This design comes from an exercise in tuning for small area, a short achievable clock period and few clock cycles per item on the open sky130 flow, not from production work. In this exercise RTL edits were held to simulation tests only and were not proved equivalent to the original. Power and IR drop assume default switching activity.

<file path="flow/config.mk">
export PLATFORM = sky130hd
export DESIGN_NAME = ELA
export DESIGN_NICKNAME = ELA
export VERILOG_FILES = /design/flow/design.v
export SDC_FILE = /design/flow/constraint.sdc
export NUM_CORES = 4
export LEC_CHECK = 0
export CAP_MARGIN = 20
export CORE_MARGIN = 2
export CORE_UTILIZATION = 75
export SETUP_SLACK_MARGIN = 3.6
export SLEW_MARGIN = 20
export TNS_END_PERCENT = 5
</file>
<file path="flow/constraint.sdc">
create_clock -name core_clock -period 5.5 [get_ports {clk}]
set_input_delay 1.1000 -clock core_clock [delete_from_list [all_inputs] [get_ports {clk}]]
set_output_delay 1.1000 -clock core_clock [all_outputs]
set_load 0.01 [all_outputs]
</file>
<file path="flow/design.v">
`timescale 1ns/10ps
module ELA(clk, rst, in_data, data_rd, req, wen, addr, data_wr, done);
	input				clk;
	input				rst;
	input		[7:0]	in_data;
	input		[7:0]	data_rd;
	output reg			req;
	output reg			wen;
	output reg	[9:0]	addr;
	output reg	[7:0]	data_wr;
	output reg			done;
reg				s_start;	 
reg				s_arr;		 
reg				s_rt;		 
reg				s_rb;		 
reg				s_w;		 
reg				s_fin;		 
reg		[3:0]	r;			 
reg				head;		 
reg				h0;			 
reg				c_rt;		 
reg				c_rb;
reg				c_w;
reg				go_int;		 
reg				row0_end;	 
reg				tail;		 
reg				edge_px;	 
reg		[7:0]	opa, opb, u0, u1, v0;
reg		[7:0]	dreg, sreg;	 
reg		[7:0]	best;		 
reg				cur_r;		 
wire	[4:0]	col = addr[4:0];
wire	[3:0]	rm1 = r - 4'd1;
always @(posedge clk or posedge rst) begin
	if (rst) begin
		s_start <= 1'b1;
		s_arr <= 1'b0;
		s_rt <= 1'b0;
		s_rb <= 1'b0;
		s_w <= 1'b0;
		s_fin <= 1'b0;
	end else begin
		s_start <= 1'b0;
		s_arr <= s_start || (s_arr && !go_int) || (tail && r != 4'd15);
		s_rt <= go_int || (s_w && !tail);
		s_rb <= s_rt;
		s_w <= s_rb;
		s_fin <= s_fin || (tail && r == 4'd15);
	end
end
always @(posedge clk) begin
	go_int <= s_arr && !req && (col == 5'd29) && (r != 4'd0);
	row0_end <= s_arr && !req && (col == 5'd29) && (r == 4'd0);
	tail <= s_rb && !head && (col == 5'd0);
	edge_px <= (s_w && col == 5'd31) || (s_rt && edge_px);
	c_rt <= go_int || (s_w && !tail);
	c_rb <= s_rt;
	c_w <= s_rb;
	done <= s_fin;
	req <= s_start || (row0_end) || (tail && r != 4'd15);
	if (s_start)
		r <= 4'd0;
	else if ((row0_end) || tail)
		r <= r + 4'd1;
	if (go_int)
		h0 <= 1'b1;
	else if (s_rb)
		h0 <= 1'b0;
	if (go_int)
		head <= 1'b1;
	else if (s_rb && col == 5'd1)
		head <= 1'b0;
	wen <= (s_arr && !go_int) || (s_rb && (!head || h0)) || tail;
end
reg		[4:0]	col_inc;
always @(*) begin
	if (s_rt)
		col_inc = 5'd0;
	else if (s_rb)
		col_inc = h0 ? 5'd31 : 5'd30;
	else if (s_w && !tail)
		col_inc = head ? 5'd2 : 5'd3;
	else if (go_int)
		col_inc = 5'd2;
	else
		col_inc = 5'd1;
end
always @(posedge clk) begin
	addr[4:0] <= (s_arr && req) ? 5'd0 : col + col_inc;
	addr[5] <= (s_rb && !h0) || tail;
	addr[9:6] <= ((s_arr && !go_int) || s_rt || (s_rb && h0)) ? r : rm1;
end
always @(posedge clk) begin
	if (c_rt)
		opa[3:0] <= u0[3:0];
	else if (c_rb)
		opa[3:0] <= data_rd[3:0];
	else
		opa[3:0] <= u1[3:0];
	if (c_rt)
		opa[7:4] <= u0[7:4];
	else if (c_rb)
		opa[7:4] <= data_rd[7:4];
	else
		opa[7:4] <= u1[7:4];
	if (c_w) begin
		u0 <= opa;
		u1 <= u0;
	end
	if (c_rb) begin
		opb <= v0;
		v0 <= opb;
	end else if (c_w) begin
		opb <= data_rd;
	end
end
reg		[7:0]	dg, dp, dG, dP;
reg		[7:0]	sg, sp, sG, sP;
reg		[7:0]	absd, avg;
integer			i, k;
always @(*) begin
	dg = opa & ~opb;
	dp = opa ^ ~opb;
	sg = opa & opb;
	sp = opa ^ opb;
	dG = dg;
	dP = dp;
	sG = sg;
	sP = sp;
	for (k = 1; k < 8; k = k * 2) begin
		for (i = 7; i >= k; i = i - 1) begin
			dG[i] = dG[i] | (dP[i] & dG[i-k]);
			dP[i] = dP[i] & dP[i-k];
			sG[i] = sG[i] | (sP[i] & sG[i-k]);
			sP[i] = sP[i] & sP[i-k];
		end
	end
	absd[0] = dp[0] ^ 1'b1;
	for (i = 1; i < 8; i = i + 1)
		absd[i] = dp[i] ^ (dG[i-1] | dP[i-1]);
	if (!(dG[7] | dP[7])) begin
		absd[0] = ~dp[0];
		for (i = 1; i < 8; i = i + 1)
			absd[i] = ~(dp[i] ^ dG[i-1]);
	end
	for (i = 1; i < 8; i = i + 1)
		avg[i-1] = sp[i] ^ sG[i-1];
	avg[7] = sG[7];
end
always @(posedge clk) begin
	dreg <= absd;
	sreg <= avg;
end
wire			cin = s_rb && cur_r;
reg		[7:0]	cG, cP;
always @(*) begin
	cG = best & ~dreg;
	cP = best ^ ~dreg;
	for (k = 1; k < 8; k = k * 2)
		for (i = 7; i >= k; i = i - 1) begin
			cG[i] = cG[i] | (cP[i] & cG[i-k]);
			cP[i] = cP[i] & cP[i-k];
		end
end
wire			win = cG[7] | (cP[7] & cin);
always @(posedge clk) begin
	if (s_w || (s_rt && !edge_px && !h0 && win)) begin
		best <= dreg;
		cur_r <= s_rt;
	end
	if (s_arr)
		data_wr <= in_data;
	else if (s_w || ((s_rt || s_rb) && !edge_px && !h0 && win))
		data_wr <= sreg;
end
endmodule
</file>
<file path="flow/flow/run.sh">
#!/bin/bash
# Standard layout with two changes: the port buffers are buf_2 cells instead
# of the delay buffers buffer_ports picks by default, and clock tree
# synthesis runs with the arguments below (no dummy loads).
set -euo pipefail
export BUFFER_PORTS_ARGS="-buffer_cell sky130_fd_sc_hd__buf_2"
export CTS_ARGS="-sink_clustering_enable -repair_clock_nets -dont_use_dummy_load"
bash standard.sh > standard.log 2>&1
</file>
<file path="flow/standard.sh">
#!/bin/bash
# synth_recipe.tcl (not shown) runs the flow's synth.tcl, then flattens the netlist and writes it again
# the make line also repeats each setting of config.mk as NAME=value (left out here)
make -C /OpenROAD-flow-scripts/flow DESIGN_CONFIG=/design/flow/config.mk WORK_HOME=/design/flow/orfs CLKGATE_MAP_FILE= SYNTH_SCRIPT=/design/flow/synth_recipe.tcl "${@:-finish}"
</file>
==> flow_summary.yaml, run 1 <==
route:
  drtAntennaViolNets: 0
  finalWirelength_um: 8570
  drc: 0
  viasPerCell: 5.85
  wl_per_cell_um: 16.9
  dr.pass1.iters: 5
  num_vias: 2967
  first_iter_violations: 168
synth:
  synth_nets: 433
  synth_area_um2: 4600
  ys_types: 53
  synth_seq_cells: 105
  synthArstFlopShare_pct: 5.71
  synth_edf_count: 49
  postSynthCellCount: 381
  syn_area_per_cell_um2: 12.1
  synth_top_area_share_pct: 32.0
  synth_top_area_cell: "edfxtp_1"
  ys_seq_area_share_pct: 57.0
  ys.flop_type: "dfxtp_1"
  synth_area_leaders: "edfxtp_1 32%, dfxtp_1 22%, ha_1 8.4%"
  yosysWarnings: 1
finish:
  fin_nets: 486
  drive_gt1_share_pct: 26.2
  fillers: 279
  syn_to_final_growth_pct: 12.5
  antenna_cells: 0
  multiInputGateArea_um2: 1870
  seq_area_um2: 2630
  final_cell_area_um2: 5180
pwr:
  clockPowerShare_pct: 29.6
  comb_power_share_pct: 2.8
  p_switching_mw: 0.235
  p_int_mw: 0.982
  seq_power_share_pct: 67.6
  max-vdd-ir-drop_uv: 235
  p_leak_nw: 2.14
  pwr_density_cell_nw_per_um2: 235
  p_sw_share_pct: 19.3
floorplan:
  rows: 28
  dieWidth_um: 82.4
  ios: 39
  fp.dieH_um: 82.4
  initial_core_util_pct: 77.8
  dieArea_um2: 6780
  coreArea_um2: 5920
global_route:
  grt.overflow.total: 0
  grt_pass1_wl_um: 13400
  grt_max_degree: 26
  antenna_found_initial: 0
  grt_pass1_vias: 2750
  grt.total_usage_pct: 26.8
clock_tree:
  cts_tree: "built"
  path_clk_slew_ps: 100
  cts_num_sinks: 105
  cts_made_buffers: 9
  ctsHoldBuffers: 0
  htree_levels: 3
  cts_buffer_depth: 2
  clock_latency_ps: 350
  cts-root-buf: "clkbuf_8"
outcome:
  status: "finished clean"
critical_path:
  crit_fanout: 3
  crit_type: "register to register"
  cp_cell_sequence: "inv_2 > ha_4 > fa_2 > a211oi_4 > o21ai_2 > buf_4 > a311oi_1 > a21oi_1 > xor2_1"
  end_kind: "register"
  cp.arrival_ps: 2380
  critPathRequiredTime_ps: 5720
  cp_slowest_stage_delay_ps: 400
  cp-start-kind: "register"
  slowest_stage: "edfxtp_1"
sta:
  tns_ps: 0
  relSlewSlack_pct: 56.0
  fin_crit_ps: 2160
  fin_crit_sh_pct: 39.3
  max_freq_mhz: 463
  setup_viol: 0
  worst_pin_slew_ps: 659
  fin_skew_ps: 30.3
  slew_viol_final: 0
  finalHoldViolations: 0
  rsz0062_at_grt: "yes"
placement:
  gp_congestion: 0.887
  port_buffers: 38
  dpl_cell_area_um2: 4830
  dpl.hpwl_um: 5760
worst_hold_path:
  hp-class: "register to register"
flow_run:
  maxCapViolations: 0
-- cells in the mapped netlist (6+ instances only) --
| cell | count |
|---|---|
| o21ai_0 | 17 |
| mux2_2 | 16 |
| nand2b_1 | 8 |
| mux2i_1 | 12 |
| nand2_1 | 16 |
| a21o_1 | 6 |
| nor2_1 | 19 |
| xor2_1 | 11 |
| a21oi_1 | 23 |
| xnor2_1 | 11 |
| inv_1 | 38 |
| dfxtp_1 | 50 |
| edfxtp_1 | 49 |
| ha_1 | 31 |
-- layout make-up --
type / count / share of cell area (%)
inverter: 38 / 2.75
clock buffer: 9 / 2.39
timing repair buffer: 54 / 6.14
multi-input combinational: 226 / 36.1
sequential: 105 / 50.8
tap: 75 / 1.81
-- power by group through the flow --
stage / registers [mW] / clock network, mW / logic, mW
global placement: 0.840 / 0 / 0.0293
global route: 0.823 / 0.393 / 0.0374
detailed placement: 0.840 / 0 / 0.0308
finish: 0.823 / 0.361 / 0.0336
CTS: 0.823 / 0.367 / 0.0317
floorplan: 0.842 / 0 / 0.0127
-- registers in the layout (all words and copies together) (netlist names), 8 cells and up --
register,count
v0,8
opb,8
addr,10
data_wr,8
opa,8
u1,8
best,8
u0,8
dreg,8
sreg,8
-- logic make-up after synthesis --
group                    after synthesis  share of synthesized area, %
AND/OR/NAND/NOR                       66                          7.01
multiplexers                          28                          6.52
flip-flops                           105                          57.0
XOR/XNOR                              22                          4.18
buffers and inverters                 50                          4.48
AO/OA/AOI/OAI                         75                          11.0
adder cells (fa/ha/maj)               34                          9.73
other                                  1                        0.0814
-- worst max-delay path: cells and delay by family, from the launching register on --
kind	cells	cell delay [ps]
adders and majority gates	2	550
AOI/OAI and AO/OA	4	740
DFF	1	400
buffers and inverters	2	210
xor gates and xnor gates	1	150
-- repair_timing --
item                                    in CTS  in global routing
buffers inserted                             8                  7
pin swaps                                    6                 15
gates resized for setup                     18                 15
endpoints found under the setup margin      52                 53
-- metal layers --
metal  vias to the layer above  track usage, %  part of all wire (%)
met3                        12            4.35                   5.7
met2                       102            42.1                    49
met4                         0            10.5                   1.5
met1                      1422            37.6                    44
li1                       1431               -                     -
met5                         -               0                     0
-- final timing paths --
path / startpoint / to / slack (ps) / depth (start not counted)
max: opb[0] / dreg[6] / 3340 / 9
min: s_fin / done / 410 / 0
max reg2reg: opb[0] / dreg[6] / 3340 / 9
min reg2reg: s_fin / done / 410 / 0
max in group asynchronous: rst / s_start / 4590 / 2
min in group asynchronous: rst / s_fin / 650 / 2
-- per-stage QoR --
| step | std cells | power [mW] | hold WS [ps] | setup slack [ps] | utilization [%] |
|---|---|---|---|---|---|
| after detailed placement | 483 | 0.871 | 384 | 3260 | 81.6 |
| after CTS | 500 | 1.22 | 408 | 3410 | 85.6 |
| after floorplan | 381 | 0.855 | 349 | 3430 | - |
| final | 507 | 1.22 | 411 | 3340 | 87.5 |
| after global routing | 507 | 1.25 | 415 | 3250 | 87.5 |
| after global placement | 483 | 0.869 | 378 | 3340 | 81.6 |
-- cells in the final DEF, fill, tap and decap left out, types with 4 or more instances in the layout --
cell,Yosys,final
edfxtp_1,49,49
dfxtp_1,50,46
buf_2,3,38
inv_1,38,34
ha_1,31,26
a21oi_1,23,20
nor2_1,19,19
mux2_2,16,16
nand2_1,16,16
o21ai_0,17,15
buf_4,2,14
mux2i_1,12,12
xor2_1,11,11
xnor2_1,11,11
clkbuf_8,0,9
nand2b_1,8,8
a21o_1,6,6
nand3_1,5,5
inv_2,0,4
a21oi_2,1,4
dfrtp_1,5,4
Testbench counts, summed over its fixed seeds: cycles 63,968, images 32.
==> run 2: changes to the inputs <==
--- a/flow/config.mk
+++ b/flow/config.mk
@@ -7,7 +7,8 @@
 export LEC_CHECK = 0
 export CAP_MARGIN = 20
 export CORE_MARGIN = 2
-export CORE_UTILIZATION = 75
-export SETUP_SLACK_MARGIN = 3.6
+export CORE_UTILIZATION = 70
+export PLACE_DENSITY = 0.85
+export SETUP_SLACK_MARGIN = 3.4
 export SLEW_MARGIN = 20
 export TNS_END_PERCENT = 5
==> run 2 against run 1 <==
  * Still clean on timing, DRC and antenna
  * Register-to-register slack is essentially flat
  * Via count shrank 4.8%
  * Cell area shrank 2.8%
  * Utilization shrank 8.2 points
  * Sequential share of layout area grew 1.4 points
  * Area after synthesis is the same
  * Clock power grew 3%
  * Largest power group unchanged
==> flow_summary.yaml, run 2 <==
clock_tree:
  ctsHoldBuffers: 0
  cts_tree: "built"
  htree_levels: 3
  cts-root-buf: "clkbuf_8"
  cts_made_buffers: 9
  path_clk_slew_ps: 110
  cts_buffer_depth: 2
  clock_latency_ps: 380
  cts_num_sinks: 105
critical_path:
  crit_type: "register to register"
  ff2ff_setup_slack_ps: 3330
  cp.arrival_ps: 2410
  crit_fanout: 7
  end_kind: "register"
  cp-start-kind: "register"
  critPathRequiredTime_ps: 5740
floorplan:
  initial_core_util_pct: 72.5
  coreArea_um2: 6350
  fp.dieH_um: 85.1
  dieArea_um2: 7240
  rows: 29
  dieWidth_um: 85.1
  ios: 39
sta:
  setup_viol: 0
  fin_crit_ps: 2170
  slew_viol_final: 0
  max_freq_mhz: 461
  whs_ps: 422
  fin_crit_sh_pct: 39.4
  rsz0062_at_grt: "yes"
  tns_ps: 0
  relSlewSlack_pct: 58.5
  fin_skew_ps: 30.1
  worst_pin_slew_ps: 623
  finalHoldViolations: 0
  timing.final.ws_setup_ps: 3330
synth:
  synth_common_cells: "50 x dfxtp_1, 49 x edfxtp_1, 38 x inv_1"
  synthArstFlopShare_pct: 5.71
  synth_top_family_by_area: "compound AO/OA/AOI/OAI gates"
  synth_top_area_cell: "edfxtp_1"
  synth_top_area_share_pct: 32.0
  synthSimpleGateAreaFrac_pct: 7.01
  synth_compound_area_share_pct: 11.0
  synth-xor-area-share_pct: 4.18
  yosysWarnings: 1
  synth_area_um2: 4600
  ys_seq_area_share_pct: 57.0
  ys_types: 53
  syn_area_per_cell_um2: 12.1
  synth_area_leaders: "edfxtp_1 32%, dfxtp_1 22%, ha_1 8.4%"
  ys.flop_type: "dfxtp_1"
  synth_seq_cells: 105
  synth_edf_count: 49
  synth_nets: 433
  synthMuxAreaShare_pct: 6.52
  synthAdderAreaFrac_pct: 9.73
  synth.most_common_cell: "dfxtp_1"
  postSynthCellCount: 381
finish:
  layout.cells.most_common_list: "49 x edfxtp_1, 48 x dfxtp_1, 38 x buf_2"
  largest_reg_flops: 10
  drive_gt1_share_pct: 21.1
  syn_to_final_growth_pct: 9.38
  final_cell_area_um2: 5040
  final_common_cell: "edfxtp_1"
  final_util_pct: 79.3
  largest-register: "addr"
  fin_nets: 476
  antenna_cells: 0
  final_cells: 499
global_route:
  grtUsageMet1_pct: 33.7
  grt_use_met3_pct: 5.06
  grt_max_degree: 26
  busiest_layer: "met2"
  grt_pass1_vias: 2705
  grt.total_usage_pct: 23.1
  grt.overflow.total: 0
  globalRouteMet2Util_pct: 34.8
  grt_pass1_wl_um: 12800
  antenna_found_initial: 0
flow_run:
  maxCapViolations: 0
route:
  finalWirelength_um: 7980
  drc: 0
  wl_per_cell_um: 16.0
  first_iter_violations: 155
  viasPerCell: 5.66
  drtAntennaViolNets: 0
  num_vias: 2825
  dr.pass1.iters: 4
placement:
  dpl.hpwl_um: 5840
  placed_cells: 485
  gp_congestion: 0.878
  post-place-ws_ps: 3150
  port_buffers: 38
  dpl_cell_area_um2: 4830
pwr:
  pwr_density_cell_nw_per_um2: 243
  p_total_mw: 1.22
  max-vdd-ir-drop_uv: 214
  p_leak_nw: 2.09
outcome:
  status: "finished clean"
worst_hold_path:
  hp-class: "register to register"
run 2: layer usage:
| layer | part of all wire (%) | vias to the layer above |
|---|---|---|
| li1 | - | 1407 |
| met1 | 48 | 1345 |
| met2 | 45 | 63 |
| met3 | 5.9 | 10 |
| met4 | 1.4 | 0 |
| met5 | 0 | - |
run 2: final cells by class:
type                            instances  area [um^2]
Clock buffer                            9          124
Fill cell                             388         1310
Inverter                               38          143
Multi-Input combinational cell        226         1810
Sequential cell                       105         2630
Tap cell                               77         96.3
Timing Repair Buffer                   44          235
run 2: kinds of logic after synthesis:
group                      count (synthesis)
buffers and inverters                     50
AOI/OAI and AO/OA                         75
other                                      1
and+or+nand+nor                           66
adders and majority gates                 34
muxes                                     28
DFF                                      105
xor gates and xnor gates                  22
run 2: final timing paths:
path,end,cells after the start,startpoint
max,dreg[3],8,opb[0]
min,best[0],0,dreg[0]
max reg2reg,dreg[3],8,opb[0]
min reg2reg,best[0],0,dreg[0]
max in group asynchronous,s_start,2,rst
min in group asynchronous,s_fin,2,rst
run 2: timing repair:
| action | in CTS | in global routing |
|---|---|---|
| setup buffers | 0 | 5 |
| hold endpoints to repair | 0 | 0 |
| resized for setup | 3 | 10 |
| pin swaps | 1 | 5 |
| setup endpoints to repair | 24 | 30 |
run 2: worst max-delay path: stages, from the launching register on:
cell and delay, ps:
edfxtp_1 400, inv_2 60, ha_4 170, fa_2 390
a211oi_4 300, o21ai_2 120, a21boi_4 270, mux2i_1 260
xnor2_1 90
run 2: where the power goes:
part	switching, mW	internal [mW]
combinational	0.0143	0.0158
clock	0.223	0.147
sequential	0.00482	0.817
total	0.243	0.980
==> run 3: changes to the inputs <==
--- a/flow/config.mk
+++ b/flow/config.mk
@@ -8,7 +8,7 @@
 export CAP_MARGIN = 20
 export CORE_MARGIN = 2
 export CORE_UTILIZATION = 70
-export PLACE_DENSITY = 0.85
+export GPL_ROUTABILITY_DRIVEN = 0
 export SETUP_SLACK_MARGIN = 3.4
 export SLEW_MARGIN = 20
 export TNS_END_PERCENT = 5
==> run 3 against run 2 <==
  * Still clean
  * Die area unchanged
  * Clock skew increased by 4.5 ps
  * Area after synthesis did not move
  * Utilization grew 0.35 points
  * Critical path depth unchanged
  * Sequential cell count unchanged
  * Global-route usage decreased by 0.47 points
  * Non-clock buffer count grew 1
  * Register-to-register slack better by 40 ps
  * Routed wire length shrank 2.8%
  * Synthesized cell count stayed put
  * Maximum frequency up 1.9%
  * Largest cell class unchanged
==> flow_summary.yaml, run 3 <==
worst_hold_path:
  hp-class: "register to register"
  hold_depth: 0
  hp-start: "s_fin"
  min_to: "done"
finish:
  fin_nets: 477
  largest_reg_flops: 10
  antenna_cells: 0
  syn_to_final_growth_pct: 9.86
  final_common_cell: "edfxtp_1"
  drive_gt1_share_pct: 22.2
  largest-register: "addr"
  layout.cells.most_common_list: "49 x edfxtp_1, 48 x dfxtp_1, 38 x buf_2"
  final_cells: 500
sta:
  max_freq_mhz: 470
  worst_pin_slew_ps: 706
  setup_viol: 0
  rsz0062_at_grt: "yes"
  fin_crit_sh_pct: 38.7
  relSlewSlack_pct: 52.9
  whs_ps: 404
  finalHoldViolations: 0
  slew_viol_final: 0
  fin_crit_ps: 2130
  tns_ps: 0
  fin_skew_ps: 34.6
synth:
  synth_top_area_cell: "edfxtp_1"
  ys_seq_area_share_pct: 57.0
  yosysWarnings: 1
  synth_nets: 433
  synth_area_um2: 4600
  synth_edf_count: 49
  ys_types: 53
  ys.flop_type: "dfxtp_1"
  syn_area_per_cell_um2: 12.1
  synthArstFlopShare_pct: 5.71
  synth_area_leaders: "edfxtp_1 32%, dfxtp_1 22%, ha_1 8.4%"
  synth_seq_cells: 105
  synth.most_common_cell: "dfxtp_1"
  synth_common_cells: "50 x dfxtp_1, 49 x edfxtp_1, 38 x inv_1"
  synth_top_area_share_pct: 32.0
  postSynthCellCount: 381
pwr:
  max-vdd-ir-drop_uv: 224
  p_leak_nw: 2.09
  pwr_density_cell_nw_per_um2: 239
clock_tree:
  ctsHoldBuffers: 0
  cts_num_sinks: 105
  cts_buffer_depth: 2
  cts-root-buf: "clkbuf_8"
  clock_latency_ps: 360
  path_clk_slew_ps: 100
  cts_made_buffers: 9
  htree_levels: 3
  cts_tree: "built"
placement:
  dpl.hpwl_um: 5620
  port_buffers: 38
  placed_cells: 484
floorplan:
  dieWidth_um: 85.1
  dieArea_um2: 7240
  fp.dieH_um: 85.1
  ios: 39
  initial_core_util_pct: 72.5
  coreArea_um2: 6350
  rows: 29
route:
  num_vias: 2835
  dr.pass1.iters: 4
  viasPerCell: 5.67
  wl_per_cell_um: 15.5
  drtAntennaViolNets: 0
  first_iter_violations: 185
  drc: 0
  finalWirelength_um: 7760
critical_path:
  rr_startpoint: "opb[0]"
  crit_fanout: 7
  crit_type: "register to register"
  cp.arrival_ps: 2380
  reg2reg_depth: 8
  reg2reg_to: "dreg[7]"
  ff2ff_setup_slack_ps: 3370
  end_kind: "register"
  critPathRequiredTime_ps: 5750
  cp-start-kind: "register"
global_route:
  antenna_found_initial: 0
  grt_pass1_vias: 2754
  grt_max_degree: 26
  grt.overflow.total: 0
  grt_pass1_wl_um: 12800
  grt.total_usage_pct: 22.6
outcome:
  status: "finished clean"
flow_run:
  maxCapViolations: 0
==> run 3: cell counts after synthesis <==
Identical to the previous run, type by type.
==> run 3: report_power, final <==
part / leakage [nW] / total [mW] / internal, mW / switching [mW]
clock network: 0.0647 / 0.357 / 0.147 / 0.210
logic: 1.14 / 0.0303 / 0.0159 / 0.0144
registers: 0.886 / 0.822 / 0.818 / 0.00472
==> run 3: how the worst max path moves through the flow <==
| stage | startpoint | end | depth (start not counted) |
|---|---|---|---|
| global placement | s_rb | data_wr[5] | 5 |
| global route | opb[0] | dreg[3] | 8 |
| CTS | dreg[0] | data_wr[1] | 7 |
| detailed placement | best[0] | data_wr[7] | 6 |
| floorplan | best[0] | data_wr[0] | 6 |
| finish | opb[0] | dreg[7] | 8 |
==> run 3: final cells by class <==
type	count	area [um^2]
sequential	105	2630
inverter	38	143
timing repair buffer	45	243
clock buffer	9	124
multi-input combinational	226	1820
fill	408	1290
tap	77	96.3
==> run 3: stage by stage <==
| stage | power [mW] | area, um^2 | setup slack (ps) | util [%] |
|---|---|---|---|---|
| 5_1_grt | 1.26 | 5060 | 3280 | 79.7 |
| 6_report | 1.21 | 5060 | 3370 | 79.7 |
| 4_1_cts | 1.22 | 4970 | 3320 | 78.2 |
| 3_5_place_dp | 0.870 | 4830 | 3140 | 76.0 |
| 3_3_place_gp | 0.870 | 4830 | 3300 | 76.0 |
| 2_1_floorplan | 0.855 | 4600 | 3430 | - |
==> run 3: metal layers <==
metal | up-vias | GRT usage (%) | wire [um]
met2 | 59 | 34.3 | 3550
met4 | 0 | 7.65 | 58
met5 | - | 0 | 0
met1 | 1366 | 33.3 | 3880
met3 | 5 | 4.09 | 275
li1 | 1405 | - | -
==> run 3: cells by family (layout without fill, tap and decap cells) <==
group                      count (synthesis)  after routing  synth area share (%)
muxes                                     28             28                  6.52
other                                      1              1                0.0814
and+or+nand+nor                           66             66                  7.01
xor gates and xnor gates                  22             22                  4.18
adders and majority gates                 34             34                  9.73
buffers and inverters                     50             92                  4.48
AOI/OAI and AO/OA                         75             75                  11.0
DFF                                      105            105                  57.0
==> run 3: repair_timing <==
action                                  in CTS  in global routing
pin swaps                                    1                  6
resized for setup                            4                 15
buffers inserted                             1                  6
endpoints found under the setup margin      25                 30
==> run 3: critical path, stage by stage (launching register included) <==
cell	delay (ps)
edfxtp_1	370
inv_2	60
ha_4	160
fa_2	390
a211oi_4	290
o21ai_2	120
a21boi_4	260
mux2i_1	250
xnor2_1	130
==> run 4: changes to the inputs <==
--- a/flow/config.mk
+++ b/flow/config.mk
@@ -6,9 +6,10 @@
 export NUM_CORES = 4
 export LEC_CHECK = 0
 export CAP_MARGIN = 20
+export CELL_PAD_IN_SITES_DETAIL_PLACEMENT = 0
+export CELL_PAD_IN_SITES_GLOBAL_PLACEMENT = 0
 export CORE_MARGIN = 2
 export CORE_UTILIZATION = 70
-export GPL_ROUTABILITY_DRIVEN = 0
 export SETUP_SLACK_MARGIN = 3.4
 export SLEW_MARGIN = 20
 export TNS_END_PERCENT = 5
==> run 4 against run 3 <==
  * Combinational power about the same
  * Final cell count unchanged
  * Critical path depth unchanged
  * Critical endpoint unchanged
  * Utilization unchanged
  * Clock power about the same
  * Non-clock buffer count stayed put
  * Global-route usage stayed put
  * Via count stayed put
  * Sequential power hardly changed
==> flow_summary.yaml, run 4 <==
finish:
  antenna_cells: 0
  largest-register: "addr"
  final_cell_area_um2: 5060
  largest_reg_flops: 10
  layout.cells.most_common_list: "49 x edfxtp_1, 48 x dfxtp_1, 38 x buf_2"
  multiInputGateArea_um2: 1820
  drive_gt1_share_pct: 22.2
  syn_to_final_growth_pct: 9.86
  final_common_cell: "edfxtp_1"
  seq_area_um2: 2630
  fillers: 408
  fin_nets: 477
placement:
  dpl.hpwl_um: 5620
  gp_congestion: 0.840
  port_buffers: 38
  dpl_cell_area_um2: 4830
pwr:
  pwr_density_cell_nw_per_um2: 239
  max-vdd-ir-drop_uv: 224
  p_leak_nw: 2.09
global_route:
  grt.overflow.total: 0
  grt_pass1_vias: 2754
  grt.total_usage_pct: 22.6
  antenna_found_initial: 0
  grt_pass1_wl_um: 12800
  grt_max_degree: 26
synth:
  synth_top_area_cell: "edfxtp_1"
  synth_top_area_share_pct: 32.0
  synth_common_cells: "50 x dfxtp_1, 49 x edfxtp_1, 38 x inv_1"
  synth_area_leaders: "edfxtp_1 32%, dfxtp_1 22%, ha_1 8.4%"
  ys.flop_type: "dfxtp_1"
  yosysWarnings: 1
  postSynthCellCount: 381
  synth_nets: 433
  synth_seq_cells: 105
  synth.most_common_cell: "dfxtp_1"
  ys_types: 53
  synth_edf_count: 49
  synth_area_um2: 4600
  syn_area_per_cell_um2: 12.1
  ys_seq_area_share_pct: 57.0
  synthArstFlopShare_pct: 5.71
critical_path:
  end_kind: "register"
  slowest_stage: "fa_2"
  critPathRequiredTime_ps: 5750
  cp.arrival_ps: 2380
  cp_num_buf_inv: 1
  cp_cell_sequence: "inv_2 > ha_4 > fa_2 > a211oi_4 > o21ai_2 > a21boi_4 > mux2i_1 > xnor2_1"
  reg2reg_to: "dreg[7]"
  rr_startpoint: "opb[0]"
  crit_cells: 8
  crit_type: "register to register"
  reg2reg_depth: 8
  startpoint: "opb[0]"
  cp_slowest_stage_delay_ps: 390
  cp-start-kind: "register"
  crit_path_end: "dreg[7]"
  critPathTopFamily: "compound AO/OA/AOI/OAI gates"
  crit_fanout: 7
  ff2ff_setup_slack_ps: 3370
route:
  num_vias: 2835
  drtAntennaViolNets: 0
  routed-wl-met3_um: 275
  wl_per_cell_um: 15.5
  dr.pass1.iters: 4
  drc: 0
  wl_met1_um: 3880
  top_layer: "met4"
  dr_wl_met2_um: 3550
  first_iter_violations: 185
  viasPerCell: 5.67
  finalWirelength_um: 7760
clock_tree:
  ctsHoldBuffers: 0
  cts_tree: "built"
  path_clk_slew_ps: 100
  cts_made_buffers: 9
  clock_latency_ps: 360
  cts_num_sinks: 105
  cts_buffer_depth: 2
  cts-root-buf: "clkbuf_8"
  htree_levels: 3
floorplan:
  initial_core_util_pct: 72.5
  dieWidth_um: 85.1
  fp.dieH_um: 85.1
  rows: 29
  dieArea_um2: 7240
  coreArea_um2: 6350
  ios: 39
sta:
  fin_skew_ps: 34.6
  relSlewSlack_pct: 52.9
  fin_crit_sh_pct: 38.7
  max_freq_mhz: 470
  tns_ps: 0
  worst_pin_slew_ps: 706
  fin_crit_ps: 2130
  setup_viol: 0
  finalHoldViolations: 0
  rsz0062_at_grt: "yes"
  slew_viol_final: 0
outcome:
  status: "finished clean"
flow_run:
  maxCapViolations: 0
worst_hold_path:
  hp-class: "register to register"
## run 4: cell counts after synthesis
Identical to the previous run, type by type.
## run 4: per-stage QoR
stage,instances,worst slack (ps),hold slack [ps],power (mW),util [%]
2_1_floorplan,381,3430,349,0.855,-
3_3_place_gp,484,3300,377,0.870,76.0
3_5_place_dp,484,3140,379,0.870,76.0
4_1_cts,494,3320,403,1.22,78.2
5_1_grt,500,3280,413,1.26,79.7
6_report,500,3370,404,1.21,79.7
## run 4: logic make-up (layout without fill, tap and decap cells)
kind of cell | after synthesis | after routing | synth area share [%]
buffers and inverters | 50 | 92 | 4.48
adders and majority gates | 34 | 34 | 9.73
DFF | 105 | 105 | 57.0
muxes | 28 | 28 | 6.52
AOI/OAI and AO/OA | 75 | 75 | 11.0
xor gates and xnor gates | 22 | 22 | 4.18
and+or+nand+nor | 66 | 66 | 7.01
other | 1 | 1 | 0.0814
## run 4: where the power goes
| group | total (mW) | internal [mW] | leakage, nW | switching, mW |
|---|---|---|---|---|
| Clock | 0.357 | 0.147 | 0.0647 | 0.210 |
| Combinational | 0.0303 | 0.0159 | 1.14 | 0.0144 |
| Sequential | 0.822 | 0.818 | 0.886 | 0.00472 |
| Total | 1.21 | 0.981 | 2.09 | 0.229 |
## run 4: repair_timing
action / in CTS / in global routing
pin swaps: 1 / 6
gates resized for setup: 4 / 15
endpoints found under the hold margin: 0 / 0
setup buffers: 1 / 6
endpoints found under the setup margin: 25 / 30
## run 4: how the worst min path moves through the flow
| stage | end | startpoint | cells past startpoint | slack [ps] |
|---|---|---|---|---|
| final | done | s_fin | 0 | 400 |
| after global routing | done | s_fin | 0 | 410 |
| after CTS | done | s_fin | 0 | 400 |
| after detailed placement | done | s_fin | 0 | 380 |
| after global placement | done | s_fin | 0 | 380 |
| after floorplan | done | s_fin | 0 | 350 |
## run 4: metal layers
| layer | up-vias | global-route usage (%) |
|---|---|---|
| met5 | - | 0 |
| met4 | 0 | 7.65 |
| met3 | 5 | 4.09 |
| met2 | 59 | 34.3 |
| met1 | 1366 | 33.3 |
| li1 | 1405 | - |
## run 4: area by class of cell
cell class | count | share of cell area [%]
tap | 77 | 1.90
inverter | 38 | 2.82
timing repair buffer | 45 | 4.80
clock buffer | 9 | 2.45
sequential | 105 | 52.0
multi-input combinational | 226 | 36.0
==> run 5: changes to the inputs <==
==> flow/config.mk (replaced) <==
export PLATFORM = sky130hd
export DESIGN_NAME = ELA
export DESIGN_NICKNAME = ELA
export VERILOG_FILES = /design/flow/design.v
export SDC_FILE = /design/flow/constraint.sdc
export NUM_CORES = 4
export LEC_CHECK = 0
export CAP_MARGIN = 20
export CORE_MARGIN = 2
export CORE_UTILIZATION = 70
export PLACE_DENSITY = 0.75
export SETUP_SLACK_MARGIN = 3.5
export SLEW_MARGIN = 20
export TNS_END_PERCENT = 10
==> run 5 against run 4 <==
  * Utilization increased by 1.1 points
  * Highest routed layer unchanged
  * Sequential cell count unchanged
  * Via count is 2.8% higher
  * Die area is the same
  * Critical path type unchanged
  * Clock-buffer cell count did not move
  * Non-clock buffer count increased by 5
  * Setup slack gained 0.52 ps
==> flow_summary.yaml, run 5 <==
global_route:
  antenna_found_initial: 0
  grt_max_degree: 26
  grtUsageMet1_pct: 31.7
  globalRouteMet2Util_pct: 39.3
  grt.total_usage_pct: 23.7
  grt_pass1_vias: 2925
  busiest_layer: "met2"
  grt_use_met3_pct: 4.67
  grt.overflow.total: 0
  grt_pass1_wl_um: 13400
route:
  num_vias: 2913
  drtAntennaViolNets: 0
  wl_per_cell_um: 16.4
  first_iter_violations: 164
  dr.pass1.iters: 4
  viasPerCell: 5.77
  drc: 0
  finalWirelength_um: 8300
pwr:
  p_sw_share_pct: 19.0
  p_int_mw: 0.982
  seq_power_share_pct: 67.9
  p_switching_mw: 0.230
  pwr_density_cell_nw_per_um2: 236
  comb_power_share_pct: 2.7
  max-vdd-ir-drop_uv: 180
  p_leak_nw: 2.12
  clockPowerShare_pct: 29.4
  p_total_mw: 1.21
clock_tree:
  htree_levels: 3
  cts-root-buf: "clkbuf_8"
  cts_buffer_depth: 2
  cts_made_buffers: 9
  ctsHoldBuffers: 0
  cts_tree: "built"
  cts_num_sinks: 105
  path_clk_slew_ps: 100
  clock_latency_ps: 340
synth:
  ys_seq_area_share_pct: 57.0
  synth_edf_count: 49
  synth_top_area_cell: "edfxtp_1"
  synth_area_um2: 4600
  synth_area_leaders: "edfxtp_1 32%, dfxtp_1 22%, ha_1 8.4%"
  synth_common_cells: "50 x dfxtp_1, 49 x edfxtp_1, 38 x inv_1"
  synth.most_common_cell: "dfxtp_1"
  ys.flop_type: "dfxtp_1"
  ys_types: 53
  synth_seq_cells: 105
  postSynthCellCount: 381
  synth_nets: 433
  synth_top_area_share_pct: 32.0
  synthArstFlopShare_pct: 5.71
  syn_area_per_cell_um2: 12.1
  yosysWarnings: 1
sta:
  fin_crit_ps: 2130
  relSlewSlack_pct: 48.4
  finalHoldViolations: 0
  fin_skew_ps: 26.5
  tns_ps: 0
  rsz0062_at_grt: "yes"
  setup_viol: 0
  whs_ps: 414
  max_freq_mhz: 470
  worst_pin_slew_ps: 773
  slew_viol_final: 0
  fin_crit_sh_pct: 38.7
finish:
  final_cell_area_um2: 5130
  fin_nets: 482
  final_util_pct: 80.8
  syn_to_final_growth_pct: 11.4
  antenna_cells: 0
  final_common_cell: "edfxtp_1"
  largest-register: "addr"
  layout.cells.most_common_list: "49 x edfxtp_1, 47 x dfxtp_1, 38 x buf_2"
  largest_reg_flops: 10
  drive_gt1_share_pct: 25.2
flow_run:
  maxCapViolations: 0
floorplan:
  rows: 29
  initial_core_util_pct: 72.5
  dieArea_um2: 7240
  fp.dieH_um: 85.1
  dieWidth_um: 85.1
  ios: 39
  coreArea_um2: 6350
critical_path:
  rr_startpoint: "opb[0]"
  reg2reg_depth: 10
  reg2reg_to: "sreg[5]"
  critPathRequiredTime_ps: 5710
  crit_type: "register to register"
  cp-start-kind: "register"
  cp.arrival_ps: 2330
  ff2ff_setup_slack_ps: 3370
  end_kind: "register"
  crit_fanout: 2
worst_hold_path:
  min_to: "done"
  hp-start: "s_fin"
  hold_depth: 0
  hp-class: "register to register"
placement:
  dpl.hpwl_um: 5930
  port_buffers: 38
  dpl_cell_area_um2: 4830
  gp_congestion: 0.884
outcome:
  status: "finished clean"
run 5: cell counts after synthesis:
No cell type changed its count.
run 5: cell type report:
class                      instances  area [um^2]
sequential                       105         2630
multi-input combinational        226         1850
fill                             406         1220
timing repair buffer              50          284
inverter                          38          143
clock buffer                       9          124
tap                               77         96.3
run 5: worst max path at each step:
stage | start | to | slack [ps] | depth (start not counted)
floorplan | opb[0] | dreg[3] | 3430 | 8
global placement | opb[0] | dreg[3] | 3340 | 8
detailed placement | opb[0] | dreg[5] | 3220 | 8
CTS | opb[0] | dreg[5] | 3380 | 8
global route | opb[0] | sreg[5] | 3280 | 10
finish | opb[0] | sreg[5] | 3370 | 10
run 5: cells by family (layout without fill, tap and decap cells):
logic type | after synthesis | in the layout | synth area share [%]
AOI/OAI and AO/OA | 75 | 75 | 11.0
xor gates and xnor gates | 22 | 22 | 4.18
adders and majority gates | 34 | 34 | 9.73
buffers and inverters | 50 | 97 | 4.48
DFF | 105 | 105 | 57.0
muxes | 28 | 28 | 6.52
other | 1 | 1 | 0.0814
and+or+nand+nor | 66 | 66 | 7.01
run 5: critical path: stages (launching register included):
cell      delay, ps
edfxtp_1        380
buf_4           120
buf_6            90
ha_2            190
inv_2            50
fa_2            390
o21bai_1        180
a21oi_2         100
o21bai_1        230
a21oi_1         120
xor2_1          150
run 5: timing repair:
action,4_1_cts,5_1_grt
pin swaps,8,14
resized for setup,16,13
setup buffers,7,5
hold endpoints to repair,0,0
setup endpoints to repair,33,39
run 5: metrics by stage:
stage / worst slack, ps / std cells
2_1_floorplan: 3430 / 381
6_report: 3370 / 505
3_3_place_gp: 3340 / 484
4_1_cts: 3380 / 500
5_1_grt: 3280 / 505
3_5_place_dp: 3220 / 484
run 5: routing by layer:
| layer | wire, um | vias to the layer above | part of all wire (%) |
|---|---|---|---|
| li1 | - | 1418 | - |
| met1 | 3840 | 1421 | 46 |
| met2 | 4070 | 65 | 49 |
| met3 | 302 | 9 | 3.6 |
| met4 | 93 | 0 | 1.1 |
| met5 | 0 | - | 0 |
run 5: power by group through the flow:
stage | Sequential, mW | Combinational, mW | Clock [mW]
3_3_place_gp | 0.840 | 0.0294 | 0
3_5_place_dp | 0.841 | 0.0306 | 0
6_report | 0.823 | 0.0323 | 0.356
2_1_floorplan | 0.842 | 0.0127 | 0
4_1_cts | 0.823 | 0.0311 | 0.366
5_1_grt | 0.824 | 0.0359 | 0.391
==> run 6: changes to the inputs <==
--- a/flow/config.mk
+++ b/flow/config.mk
@@ -8,7 +8,6 @@
 export CAP_MARGIN = 20
 export CORE_MARGIN = 2
 export CORE_UTILIZATION = 70
-export PLACE_DENSITY = 0.75
 export SETUP_SLACK_MARGIN = 3.5
 export SLEW_MARGIN = 20
-export TNS_END_PERCENT = 10
+export TNS_END_PERCENT = 5
==> run 6 against run 5 <==
  * Still clean
  * Sequential share of layout area rose by 0.51 points
  * Synthesized cell count unchanged
  * Global-route usage unchanged
  * Worst hold slack improved by 1.6 ps
  * Via count decreased by 0.86%
  * Sequential power is essentially flat
  * Clock-buffer cell count is the same
  * Setup slack lost 5.5 ps
  * Area after synthesis unchanged
  * Clock power barely moved
  * Combinational power about the same
  * Total power about the same
  * Largest cell class unchanged
==> flow_summary.yaml, run 6 <==
clock_tree:
  cts_made_buffers: 9
  cts-root-buf: "clkbuf_8"
  clock_latency_ps: 340
  cts_buffer_depth: 2
  path_clk_slew_ps: 100
  ctsHoldBuffers: 0
  cts_num_sinks: 105
  htree_levels: 3
  cts_tree: "built"
sta:
  slew_viol_final: 0
  setup_viol: 0
  finalHoldViolations: 0
  worst_pin_slew_ps: 778
  tns_ps: 0
  fin_crit_sh_pct: 38.8
  relSlewSlack_pct: 48.0
  fin_skew_ps: 26.0
  rsz0062_at_grt: "yes"
  fin_crit_ps: 2130
  max_freq_mhz: 469
critical_path:
  critPathRequiredTime_ps: 5720
  crit_fanout: 6
  end_kind: "register"
  cp-start-kind: "register"
  reg2reg_depth: 8
  crit_type: "register to register"
  cp.arrival_ps: 2350
pwr:
  pwr_density_cell_nw_per_um2: 238
  max-vdd-ir-drop_uv: 178
  p_leak_nw: 2.11
synth:
  ys_types: 53
  syn_area_per_cell_um2: 12.1
  synth_area_um2: 4600
  postSynthCellCount: 381
  yosysWarnings: 1
  ys.flop_type: "dfxtp_1"
  synth_seq_cells: 105
  synthArstFlopShare_pct: 5.71
  synth.most_common_cell: "dfxtp_1"
  synth_area_leaders: "edfxtp_1 32%, dfxtp_1 22%, ha_1 8.4%"
  synth_edf_count: 49
  synth_nets: 433
  synth_top_area_share_pct: 32.0
  synth_top_area_cell: "edfxtp_1"
  ys_seq_area_share_pct: 57.0
  synth_common_cells: "50 x dfxtp_1, 49 x edfxtp_1, 38 x inv_1"
global_route:
  grt_max_degree: 26
  antenna_found_initial: 0
  grt.total_usage_pct: 23.7
  grt_pass1_wl_um: 13400
  grt_pass1_vias: 2925
  grt.overflow.total: 0
floorplan:
  dieWidth_um: 85.1
  initial_core_util_pct: 72.5
  rows: 29
  dieArea_um2: 7240
  coreArea_um2: 6350
  fp.dieH_um: 85.1
  ios: 39
finish:
  drive_gt1_share_pct: 23.2
  layout.cells.most_common_list: "49 x edfxtp_1, 47 x dfxtp_1, 38 x buf_2"
  syn_to_final_growth_pct: 10.3
  largest_reg_flops: 10
  fin_nets: 480
  final_common_cell: "edfxtp_1"
  final_util_pct: 80.0
  final_cell_area_um2: 5080
  largest-register: "addr"
  fillers: 420
  multiInputGateArea_um2: 1820
  seq_area_um2: 2630
  antenna_cells: 0
placement:
  dpl_cell_area_um2: 4830
  port_buffers: 38
  dpl.hpwl_um: 5930
  gp_congestion: 0.884
route:
  dr.pass1.iters: 4
  drtAntennaViolNets: 0
  wl_per_cell_um: 16.3
  first_iter_violations: 181
  finalWirelength_um: 8220
  num_vias: 2888
  drc: 0
  viasPerCell: 5.74
flow_run:
  maxCapViolations: 0
worst_hold_path:
  hold_depth: 0
  hp-class: "register to register"
outcome:
  status: "finished clean"
==> run 6: path summary, 6_finish.rpt <==
path                       startpoint       to  slack [ps]
max in group asynchronous         rst  s_start        4560
setup / recovery               opb[0]  dreg[5]        3370
hold reg to reg                 s_fin     done         420
setup reg to reg               opb[0]  dreg[5]        3370
min in group asynchronous         rst    s_arr         650
hold / removal                  s_fin     done         420
==> run 6: per-layer routing <==
layer	track usage, %	part of all wire, %	routed length [um]	vias to the layer above
li1	-	-	-	1409
met1	31.7	46	3750	1399
met2	39.3	49	4040	68
met3	4.67	3.9	319	12
met4	7.50	1.3	104	0
met5	0	0	0	-
==> run 6: what timing repair did <==
| action | 4_1_cts | 5_1_grt |
|---|---|---|
| endpoints found under the hold margin | 0 | 0 |
| pin swaps | 7 | 6 |
| resized for setup | 16 | 4 |
| endpoints found under the setup margin | 33 | 39 |
| buffers inserted | 7 | 3 |
==> run 6: logic make-up (layout without fill, tap and decap cells) <==
family | count (synthesis) | in the layout | share of synthesized area (%)
flops | 105 | 105 | 57.0
compound gates | 75 | 75 | 11.0
simple gates | 66 | 66 | 7.01
buf+inv | 50 | 95 | 4.48
fa+ha+maj | 34 | 34 | 9.73
mux | 28 | 28 | 6.52
xor+xnor | 22 | 22 | 4.18
other cells | 1 | 1 | 0.0814
==> run 6: critical path, cell delays in order, from the launching register on <==
cell and delay (ps):
edfxtp_1 390, inv_2 60, ha_4 160, fa_2 390
a211oi_4 290, o21ai_2 120, a21boi_4 250, mux2i_1 260
xnor2_1 90
==> run 6: power breakdown <==
group	switching [mW]	internal (mW)	total, mW	leakage (nW)
clock network	0.208	0.147	0.355	0.0647
logic	0.0154	0.0166	0.0320	1.15
registers	0.00531	0.818	0.823	0.886
total	0.229	0.981	1.21	2.11
==> run 6: stage by stage <==
| step | setup WS, ps | power (mW) | std cells | hold WS (ps) |
|---|---|---|---|---|
| floorplan | 3430 | 0.855 | 381 | 349 |
| global placement | 3340 | 0.870 | 484 | 376 |
| detailed placement | 3220 | 0.872 | 484 | 367 |
| CTS | 3380 | 1.22 | 500 | 416 |
| global route | 3250 | 1.25 | 503 | 433 |
| finish | 3370 | 1.21 | 503 | 416 |
==> run 6: layout make-up <==
cell class                 instances  area share [%]
timing repair buffer              48            5.22
multi-input combinational        226            35.8
inverter                          38            2.81
sequential                       105            51.8
clock buffer                       9            2.44
tap                               77            1.90
==> run 7: changes to the inputs <==
--- a/flow/config.mk
+++ b/flow/config.mk
@@ -5,6 +5,7 @@
 export SDC_FILE = /design/flow/constraint.sdc
 export NUM_CORES = 4
 export LEC_CHECK = 0
+export ABC_AREA = 1
 export CAP_MARGIN = 20
 export CORE_MARGIN = 2
 export CORE_UTILIZATION = 70
==> run 7 against run 6 <==
  * Via count up 15%
  * Combinational power rose to 18 times the previous value
  * Largest cell class unchanged
  * Critical endpoint is now addr[4]
  * Die area increased by 2.2%
  * Sequential share of layout area decreased by 0.59 points
  * Clock skew rose by 4.5 ps
  * Synthesized cell count is 32% higher
  * Cell area rose by 1.0%
  * Area after synthesis up 2.3%
==> flow_summary.yaml, run 7 <==
critical_path:
  cp_cell_sequence: "nand2_2 > nand2_2 > o21ai_1 > o21ai_1 > nor2_1 > ha_2 > inv_1 > fa_2 > nor2_2 > o21ai_2 > a21o_1 > a21oi_2"
  cp.arrival_ps: 2350
  critPathTopFamily: "adder cells"
  crit_cells: 12
  ff2ff_setup_slack_ps: 3460
  cp-start-kind: "register"
  reg2reg_depth: 12
  slowest_stage: "dfrtp_1"
  crit_type: "register to register"
  crit_fanout: 4
  end_kind: "register"
  cp_num_buf_inv: 1
  critPathRequiredTime_ps: 5810
  cp_slowest_stage_delay_ps: 430
synth:
  synth_area_leaders: "edfxtp_1 31%, dfxtp_1 21%, nand2_1 11%"
  synth-xor-area-share_pct: 2.98
  ys.flop_type: "dfxtp_1"
  ys_types: 38
  synthSimpleGateAreaFrac_pct: 18.6
  synth_top_family_by_area: "simple AND/OR/NAND/NOR gates"
  synthMuxAreaShare_pct: 0
  synth_compound_area_share_pct: 7.20
  postSynthCellCount: 502
  synth_common_cells: "142 x nand2_1, 60 x inv_1, 50 x dfxtp_1"
  synth_edf_count: 49
  ys_seq_area_share_pct: 55.7
  synthArstFlopShare_pct: 5.71
  yosysWarnings: 1
  synth_area_um2: 4710
  synth_top_area_cell: "edfxtp_1"
  synth_seq_cells: 105
  syn_area_per_cell_um2: 9.38
  synth_top_area_share_pct: 31.2
  synthAdderAreaFrac_pct: 9.51
  synth.most_common_cell: "nand2_1"
  synth_nets: 554
sta:
  tns_ps: 0
  rsz0062_at_grt: "yes"
  setup_viol: 0
  timing.final.ws_setup_ps: 3460
  finalHoldViolations: 0
  worst_pin_slew_ps: 693
  relSlewSlack_pct: 53.7
  whs_ps: 397
  fin_crit_ps: 2040
  max_freq_mhz: 490
  fin_skew_ps: 30.5
  slew_viol_final: 0
  fin_crit_sh_pct: 37.1
worst_hold_path:
  hold_depth: 0
  hp-class: "register to register"
global_route:
  grt_pass1_wl_um: 14200
  antenna_found_initial: 0
  grt.overflow.total: 0
  grt_max_degree: 27
  grt_pass1_vias: 3212
  grt.total_usage_pct: 24.5
route:
  dr.pass1.iters: 7
  wl_per_cell_um: 13.5
  first_iter_violations: 246
  num_vias: 3319
  drtAntennaViolNets: 0
  viasPerCell: 5.34
  finalWirelength_um: 8370
  drc: 0
placement:
  post-place-ws_ps: 3410
  gp_congestion: 0.877
  port_buffers: 38
  placed_cells: 609
  dpl.hpwl_um: 6230
finish:
  fillers: 430
  multiInputGateArea_um2: 1830
  syn_to_final_growth_pct: 8.93
  layout.cells.most_common_list: "140 x nand2_1, 59 x inv_1, 49 x edfxtp_1"
  drive_gt1_share_pct: 13.2
  largest-register: "addr"
  fin_nets: 598
  seq_area_um2: 2630
  final_common_cell: "nand2_1"
  final_cells: 621
  largest_reg_flops: 10
  antenna_cells: 0
clock_tree:
  path_clk_slew_ps: 110
  cts_num_sinks: 105
  cts-root-buf: "clkbuf_8"
  cts_tree: "built"
  clock_latency_ps: 360
  cts_made_buffers: 9
  htree_levels: 3
  cts_buffer_depth: 2
floorplan:
  ios: 39
  fp.dieH_um: 86.0
  initial_core_util_pct: 73.3
  rows: 29
  coreArea_um2: 6420
  dieArea_um2: 7400
  dieWidth_um: 86.0
pwr:
  p_leak_nw: 2.42
  pwr_density_cell_nw_per_um2: 404
  max-vdd-ir-drop_uv: 296
flow_run:
  maxCapViolations: 0
outcome:
  status: "finished clean"
==> run 7: cell types whose count changed in the layout (fill, tap and decap cells not counted), sizes merged, moves of 4 or more <==
cell    before  now
a21o         6    1
nand2b       8    0
buf         48   42
a21boi       4    0
nor2        19   34
mux2i       12    0
xnor2       11    2
a21oi       24   34
nand2       16  145
mux2        16    0
inv         38   61
nand3        5   20
==> run 7: cell families after synthesis <==
kind of cell	after synthesis
and+or+nand+nor	213
other	1
xor gates and xnor gates	16
AOI/OAI and AO/OA	62
adders and majority gates	34
buffers and inverters	71
DFF	105
==> run 7: what timing repair did <==
item                                    CTS  global route
pin swaps                                 0             5
buffers inserted                          1             2
endpoints found under the setup margin    5            13
hold buffers                              0             0
resized for setup                         3            11
==> run 7: power by group <==
group | internal [mW] | total, mW | switching (mW)
Sequential | 1.02 | 1.12 | 0.101
Combinational | 0.227 | 0.589 | 0.362
Clock | 0.147 | 0.362 | 0.214
==> run 7: cell type report <==
type | instances | area share, %
clock buffer | 9 | 2.41
inverter | 62 | 4.59
multi-input combinational | 326 | 35.6
sequential | 105 | 51.2
tap | 77 | 1.88
timing repair buffer | 42 | 4.29
==> run 7: path summary, 6_finish.rpt <==
check                      endpoint  start
max in group asynchronous   s_start    rst
setup / recovery            addr[4]    s_w
hold / removal                 done  s_fin
setup reg to reg            addr[4]    s_w
hold reg to reg                done  s_fin
min in group asynchronous     s_fin    rst
==> run 7: metal layers <==
| layer | GRT usage (%) | routed length (um) |
|---|---|---|
| met4 | 9.38 | 153 |
| met5 | 0 | 0 |
| met1 | 33.7 | 3990 |
| met3 | 3.75 | 352 |
| met2 | 39.5 | 3870 |
==> run 7: metrics by stage <==
| stage | util [%] | instance area, um^2 | total power, mW |
|---|---|---|---|
| 2_1_floorplan | - | 4710 | 1.55 |
| 3_3_place_gp | 77.2 | 4960 | 1.69 |
| 3_5_place_dp | 77.2 | 4960 | 1.72 |
| 4_1_cts | 79.3 | 5090 | 2.08 |
| 5_1_grt | 79.9 | 5130 | 2.22 |
| 6_report | 79.9 | 5130 | 2.07 |
==> run 8: changes to the inputs <==
--- a/flow/config.mk
+++ b/flow/config.mk
@@ -5,10 +5,9 @@
 export SDC_FILE = /design/flow/constraint.sdc
 export NUM_CORES = 4
 export LEC_CHECK = 0
-export ABC_AREA = 1
 export CAP_MARGIN = 20
 export CORE_MARGIN = 2
 export CORE_UTILIZATION = 70
-export SETUP_SLACK_MARGIN = 3.5
+export SETUP_SLACK_MARGIN = 3.3
 export SLEW_MARGIN = 20
 export TNS_END_PERCENT = 5
==> run 8 against run 7 <==
  * Highest routed layer unchanged
  * Sequential cell count is the same
  * Clock power is essentially flat
  * Worst hold slack is essentially flat
  * Critical endpoint is now dreg[7]
  * Global-route usage shrank 2.0 points
==> flow_summary.yaml, run 8 <==
sta:
  max_freq_mhz: 457
  fin_skew_ps: 34.9
  fin_crit_sh_pct: 39.8
  rsz0062_at_grt: "yes"
  slew_viol_final: 0
  relSlewSlack_pct: 53.1
  finalHoldViolations: 0
  tns_ps: 0
  fin_crit_ps: 2190
  worst_pin_slew_ps: 702
  timing.final.ws_setup_ps: 3310
  setup_viol: 0
placement:
  port_buffers: 38
  post-place-ws_ps: 3140
  gp_congestion: 0.840
  dpl.hpwl_um: 5620
  placed_cells: 484
worst_hold_path:
  hp-class: "register to register"
  hold_depth: 0
  min_to: "done"
  hp-start: "s_fin"
critical_path:
  ff2ff_setup_slack_ps: 3310
  reg2reg_to: "dreg[7]"
  cp_slowest_stage_delay_ps: 410
  crit_fanout: 7
  crit_type: "register to register"
  cp_cell_sequence: "inv_2 > ha_4 > fa_2 > a211oi_4 > o21ai_2 > a21boi_4 > mux2i_1 > xnor2_1"
  cp-start-kind: "register"
  critPathTopFamily: "compound AO/OA/AOI/OAI gates"
  reg2reg_depth: 8
  cp.arrival_ps: 2450
  rr_startpoint: "opb[0]"
  slowest_stage: "edfxtp_1"
  end_kind: "register"
  critPathRequiredTime_ps: 5760
  cp_num_buf_inv: 1
clock_tree:
  cts_tree: "built"
  cts-root-buf: "clkbuf_8"
  htree_levels: 3
  cts_num_sinks: 105
  clock_latency_ps: 360
  cts_buffer_depth: 2
  path_clk_slew_ps: 100
  ctsHoldBuffers: 0
  cts_made_buffers: 9
floorplan:
  coreArea_um2: 6350
  rows: 29
  initial_core_util_pct: 72.5
  dieWidth_um: 85.1
  ios: 39
  fp.dieH_um: 85.1
  dieArea_um2: 7240
finish:
  syn_to_final_growth_pct: 8.86
  final_util_pct: 78.9
  antenna_cells: 0
  layout.cells.most_common_list: "49 x edfxtp_1, 48 x dfxtp_1, 38 x buf_2"
  largest-register: "addr"
  fin_nets: 473
  largest_reg_flops: 10
  final_cells: 496
  final_common_cell: "edfxtp_1"
  drive_gt1_share_pct: 20.3
synth:
  synth_top_area_share_pct: 32.0
  synth_top_area_cell: "edfxtp_1"
  synth_area_um2: 4600
  synth_seq_cells: 105
  yosysWarnings: 1
  syn_area_per_cell_um2: 12.1
  postSynthCellCount: 381
  ys.flop_type: "dfxtp_1"
  ys_seq_area_share_pct: 57.0
  synth_common_cells: "50 x dfxtp_1, 49 x edfxtp_1, 38 x inv_1"
  synth_edf_count: 49
  synth_nets: 433
  synthArstFlopShare_pct: 5.71
  synth.most_common_cell: "dfxtp_1"
  ys_types: 53
  synth_area_leaders: "edfxtp_1 32%, dfxtp_1 22%, ha_1 8.4%"
route:
  drc: 0
  dr.pass1.iters: 4
  finalWirelength_um: 7750
  num_vias: 2814
  first_iter_violations: 145
  drtAntennaViolNets: 0
  wl_per_cell_um: 15.6
  viasPerCell: 5.67
global_route:
  grt.overflow.total: 0
  grt_max_degree: 26
  grtUsageMet1_pct: 33.2
  grt_pass1_wl_um: 12800
  globalRouteMet2Util_pct: 34.1
  grt_use_met3_pct: 4.09
  grt_pass1_vias: 2749
  busiest_layer: "met2"
  antenna_found_initial: 0
  grt.total_usage_pct: 22.5
pwr:
  pwr_density_cell_nw_per_um2: 242
  max-vdd-ir-drop_uv: 223
  p_leak_nw: 2.07
outcome:
  status: "finished clean"
flow_run:
  maxCapViolations: 0
run 8: cell count changes after synthesis, moves of 10 or more:
cell,previous run,this run
a21oi_1,33,23
inv_1,60,38
mux2_2,0,16
mux2i_1,0,12
nand2_1,142,16
nand3_1,19,5
nor2_1,34,19
run 8: through the flow:
stage | hold slack, ps | total power, mW | cell area [um^2]
finish | 397 | 1.21 | 5010
global route | 413 | 1.26 | 5010
CTS | 403 | 1.22 | 4950
detailed placement | 379 | 0.870 | 4830
global placement | 377 | 0.870 | 4830
floorplan | 349 | 0.855 | 4600
run 8: worst register-to-register path: cells and delay by family (launching register included):
kind	cells	cell delay, ps
AO/OA/AOI/OAI	3	690
multiplexers	1	250
flip-flops	1	410
adder cells (fa/ha/maj)	2	560
XOR/XNOR	1	130
buffers and inverters	1	60
run 8: power breakdown:
group	internal [mW]	switching (mW)
clock network	0.147	0.214
logic	0.0157	0.0141
registers	0.817	0.00469
run 8: worst max path at each step:
stage	from	endpoint	slack, ps	cells past startpoint
2_1_floorplan	best[0]	data_wr[0]	3430	6
3_3_place_gp	s_rb	data_wr[5]	3300	5
3_5_place_dp	best[0]	data_wr[7]	3140	6
4_1_cts	s_rb	best[6]	3170	5
5_1_grt	opb[0]	dreg[3]	3210	8
6_report	opb[0]	dreg[7]	3310	8
run 8: area by class of cell:
type,instances,area (um^2)
multi-input combinational,226,1810
tap,77,96.3
clock buffer,9,124
sequential,105,2630
fill,412,1340
inverter,38,143
timing repair buffer,41,213
run 8: per-layer routing:
layer / wire length [um] / part of all wire (%) / up-vias
met5: 0 / 0 / -
met4: 70 / 0.90 / 0
met3: 241 / 3.1 / 7
met2: 3490 / 45 / 47
met1: 3940 / 51 / 1359
li1: - / - / 1401
run 8: cells by family after synthesis:
group           synth area share, %
other cells                  0.0814
fa+ha+maj                      9.73
buf+inv                        4.48
mux                            6.52
flops                          57.0
compound gates                 11.0
simple gates                   7.01
xor+xnor                       4.18
run 8: repair_timing:
item                                    in CTS  in global routing
buffers inserted                             0                  3
gates resized for setup                      1                 13
pin swaps                                    0                  6
cloned                                       0                  0
endpoints found under the setup margin      22                 26
==> run 9: changes to the inputs <==
--- a/flow/config.mk
+++ b/flow/config.mk
@@ -8,6 +8,6 @@
 export CAP_MARGIN = 20
 export CORE_MARGIN = 2
 export CORE_UTILIZATION = 70
-export SETUP_SLACK_MARGIN = 3.3
+export SETUP_SLACK_MARGIN = 3.4
 export SLEW_MARGIN = 20
 export TNS_END_PERCENT = 5
==> run 9 against run 8 <==
  * Synthesized cell count unchanged
  * Routed wire length rose by 0.17%
  * Maximum frequency up 2.9%
  * Critical endpoint unchanged
  * Final cell count increased by 0.81%
  * Cell area grew 0.92%
  * Largest cell class unchanged
  * Global-route usage grew 0.079 points
  * Clock skew about the same
  * Sequential power hardly changed
  * Worst hold slack better by 7.0 ps
==> flow_summary.yaml, run 9 <==
finish:
  largest-register: "addr"
  layout.cells.most_common_list: "49 x edfxtp_1, 48 x dfxtp_1, 38 x buf_2"
  final_cell_area_um2: 5060
  antenna_cells: 0
  final_common_cell: "edfxtp_1"
  fin_nets: 477
  largest_reg_flops: 10
  syn_to_final_growth_pct: 9.86
  drive_gt1_share_pct: 22.2
  fillers: 408
  final_cells: 500
clock_tree:
  htree_levels: 3
  cts_num_sinks: 105
  clock_latency_ps: 360
  cts_buffer_depth: 2
  cts-root-buf: "clkbuf_8"
  cts_tree: "built"
  path_clk_slew_ps: 100
  cts_made_buffers: 9
placement:
  dpl.hpwl_um: 5620
  gp_congestion: 0.840
  placed_cells: 484
  port_buffers: 38
  dpl_cell_area_um2: 4830
sta:
  fin_skew_ps: 34.6
  tns_ps: 0
  fin_crit_ps: 2130
  rsz0062_at_grt: "yes"
  max_freq_mhz: 470
  slew_viol_final: 0
  setup_viol: 0
  finalHoldViolations: 0
  worst_pin_slew_ps: 706
  whs_ps: 404
  relSlewSlack_pct: 52.9
  fin_crit_sh_pct: 38.7
synth:
  synth_top_area_cell: "edfxtp_1"
  synth_area_um2: 4600
  yosysWarnings: 1
  synth_nets: 433
  ys.flop_type: "dfxtp_1"
  synth_area_leaders: "edfxtp_1 32%, dfxtp_1 22%, ha_1 8.4%"
  postSynthCellCount: 381
  synth_top_area_share_pct: 32.0
  ys_types: 53
  synth_common_cells: "50 x dfxtp_1, 49 x edfxtp_1, 38 x inv_1"
  ys_seq_area_share_pct: 57.0
  synthArstFlopShare_pct: 5.71
  syn_area_per_cell_um2: 12.1
  synth_seq_cells: 105
  synth_edf_count: 49
  synth.most_common_cell: "dfxtp_1"
route:
  num_vias: 2835
  finalWirelength_um: 7760
  first_iter_violations: 185
  drtAntennaViolNets: 0
  drc: 0
  dr.pass1.iters: 4
  wl_per_cell_um: 15.5
  viasPerCell: 5.67
floorplan:
  dieWidth_um: 85.1
  ios: 39
  coreArea_um2: 6350
  dieArea_um2: 7240
  rows: 29
  fp.dieH_um: 85.1
  initial_core_util_pct: 72.5
critical_path:
  critPathRequiredTime_ps: 5750
  cp_num_buf_inv: 1
  critPathTopFamily: "compound AO/OA/AOI/OAI gates"
  crit_type: "register to register"
  cp.arrival_ps: 2380
  slowest_stage: "fa_2"
  crit_fanout: 7
  cp_cell_sequence: "inv_2 > ha_4 > fa_2 > a211oi_4 > o21ai_2 > a21boi_4 > mux2i_1 > xnor2_1"
  end_kind: "register"
  cp_slowest_stage_delay_ps: 390
  cp-start-kind: "register"
pwr:
  p_total_mw: 1.21
  max-vdd-ir-drop_uv: 224
  p_leak_nw: 2.09
  pwr_density_cell_nw_per_um2: 239
global_route:
  grt_pass1_vias: 2754
  grt.overflow.total: 0
  antenna_found_initial: 0
  grt_max_degree: 26
  grt.total_usage_pct: 22.6
  grt_pass1_wl_um: 12800
flow_run:
  maxCapViolations: 0
outcome:
  status: "finished clean"
worst_hold_path:
  hp-class: "register to register"
-- run 9: cell counts after synthesis --
No cell type changed its count.
-- run 9: logic make-up (layout without fill, tap and decap cells) --
kind of cell,Yosys count,in the layout,synth area share [%]
multiplexers,28,28,6.52
AND/OR/NAND/NOR,66,66,7.01
adder cells (fa/ha/maj),34,34,9.73
other,1,1,0.0814
XOR/XNOR,22,22,4.18
buffers and inverters,50,92,4.48
AO/OA/AOI/OAI,75,75,11.0
flip-flops,105,105,57.0
-- run 9: layout make-up --
cell class	instances	area [um^2]	area share [%]
sequential	105	2630	52.0
clock buffer	9	124	2.45
multi-input combinational	226	1820	36.0
inverter	38	143	2.82
tap	77	96.3	1.90
timing repair buffer	45	243	4.80
-- run 9: path summary, 6_finish.rpt --
path	from	to	slack, ps	cells after the start
setup / recovery	opb[0]	dreg[7]	3370	8
min in group asynchronous	rst	s_arr	630	2
hold reg to reg	s_fin	done	400	0
setup reg to reg	opb[0]	dreg[7]	3370	8
max in group asynchronous	rst	s_start	4620	2
hold / removal	s_fin	done	400	0
-- run 9: worst register-to-register path, cell delays in order (launching register included) --
cell	delay [ps]
edfxtp_1	370
inv_2	60
ha_4	160
fa_2	390
a211oi_4	290
o21ai_2	120
a21boi_4	270
mux2i_1	250
xnor2_1	130
-- run 9: timing repair --
item / in CTS / in global routing
setup endpoints to repair: 25 / 30
setup buffers: 1 / 6
pin swaps: 1 / 6
hold buffers: 0 / 0
gates resized for setup: 4 / 15
hold endpoints to repair: 0 / 0
-- run 9: metal layers --
metal  GRT usage, %  vias up  part of all wire (%)
li1               -     1405                     -
met4           7.65        0                  0.75
met3           4.09        5                   3.5
met1           33.3     1366                    50
met5              0        -                     0
met2           34.3       59                    46
-- run 9: metrics by stage --
| step | setup slack [ps] | utilization [%] |
|---|---|---|
| after floorplan | 3430 | - |
| after global placement | 3300 | 76.0 |
| after detailed placement | 3140 | 76.0 |
| after CTS | 3320 | 78.2 |
| after global routing | 3280 | 79.7 |
| final | 3370 | 79.7 |
-- run 9: power breakdown --
part           internal [mW]  leakage [nW]  switching (mW)
Clock                  0.147        0.0647           0.210
Combinational         0.0159          1.14          0.0144
Sequential             0.818         0.886         0.00472

[separate check: timing with driven ports]
Ports are ideal in the flow. The routed layouts listed here were re-timed in OpenROAD.
Step 1: set_driving_cell puts a clkbuf_16 on clk and a buf_2 on each other input, an assumption about the parent block.
Step 2 also shifts input and output timing later by t, the mid clock arrival at the registers, as if the neighbouring blocks saw the same clock.
Slacks: no drivers / after step 1 / after step 2; pairs: no drivers / after step 1.
run	t (ns)	slack for setup (ns)	hold WS [ns]	worst register clock-pin slew, ns
run 1	0.369	3.338 / 3.338 / 3.338	0.411 / 0.411 / 0.411	0.11 / 0.11
run 2	0.392	3.331 / 3.319 / 3.331	0.422 / 0.422 / 0.422	0.11 / 0.11
run 3	0.370	3.371 / 3.347 / 3.371	0.404 / 0.404 / 0.404	0.10 / 0.10
run 4	0.370	3.371 / 3.347 / 3.371	0.404 / 0.404 / 0.404	0.10 / 0.10
run 5	0.360	3.372 / 3.372 / 3.372	0.414 / 0.414 / 0.414	0.10 / 0.10
run 6	0.361	3.366 / 3.366 / 3.366	0.416 / 0.416 / 0.416	0.10 / 0.10
run 7	0.380	3.458 / 3.430 / 3.458	0.397 / 0.397 / 0.397	0.11 / 0.11
run 8	0.376	3.310 / 3.310 / 3.310	0.397 / 0.397 / 0.397	0.10 / 0.10
run 9	0.370	3.371 / 3.347 / 3.371	0.404 / 0.404 / 0.404	0.10 / 0.10
After both steps setup and hold are still met in every run listed.
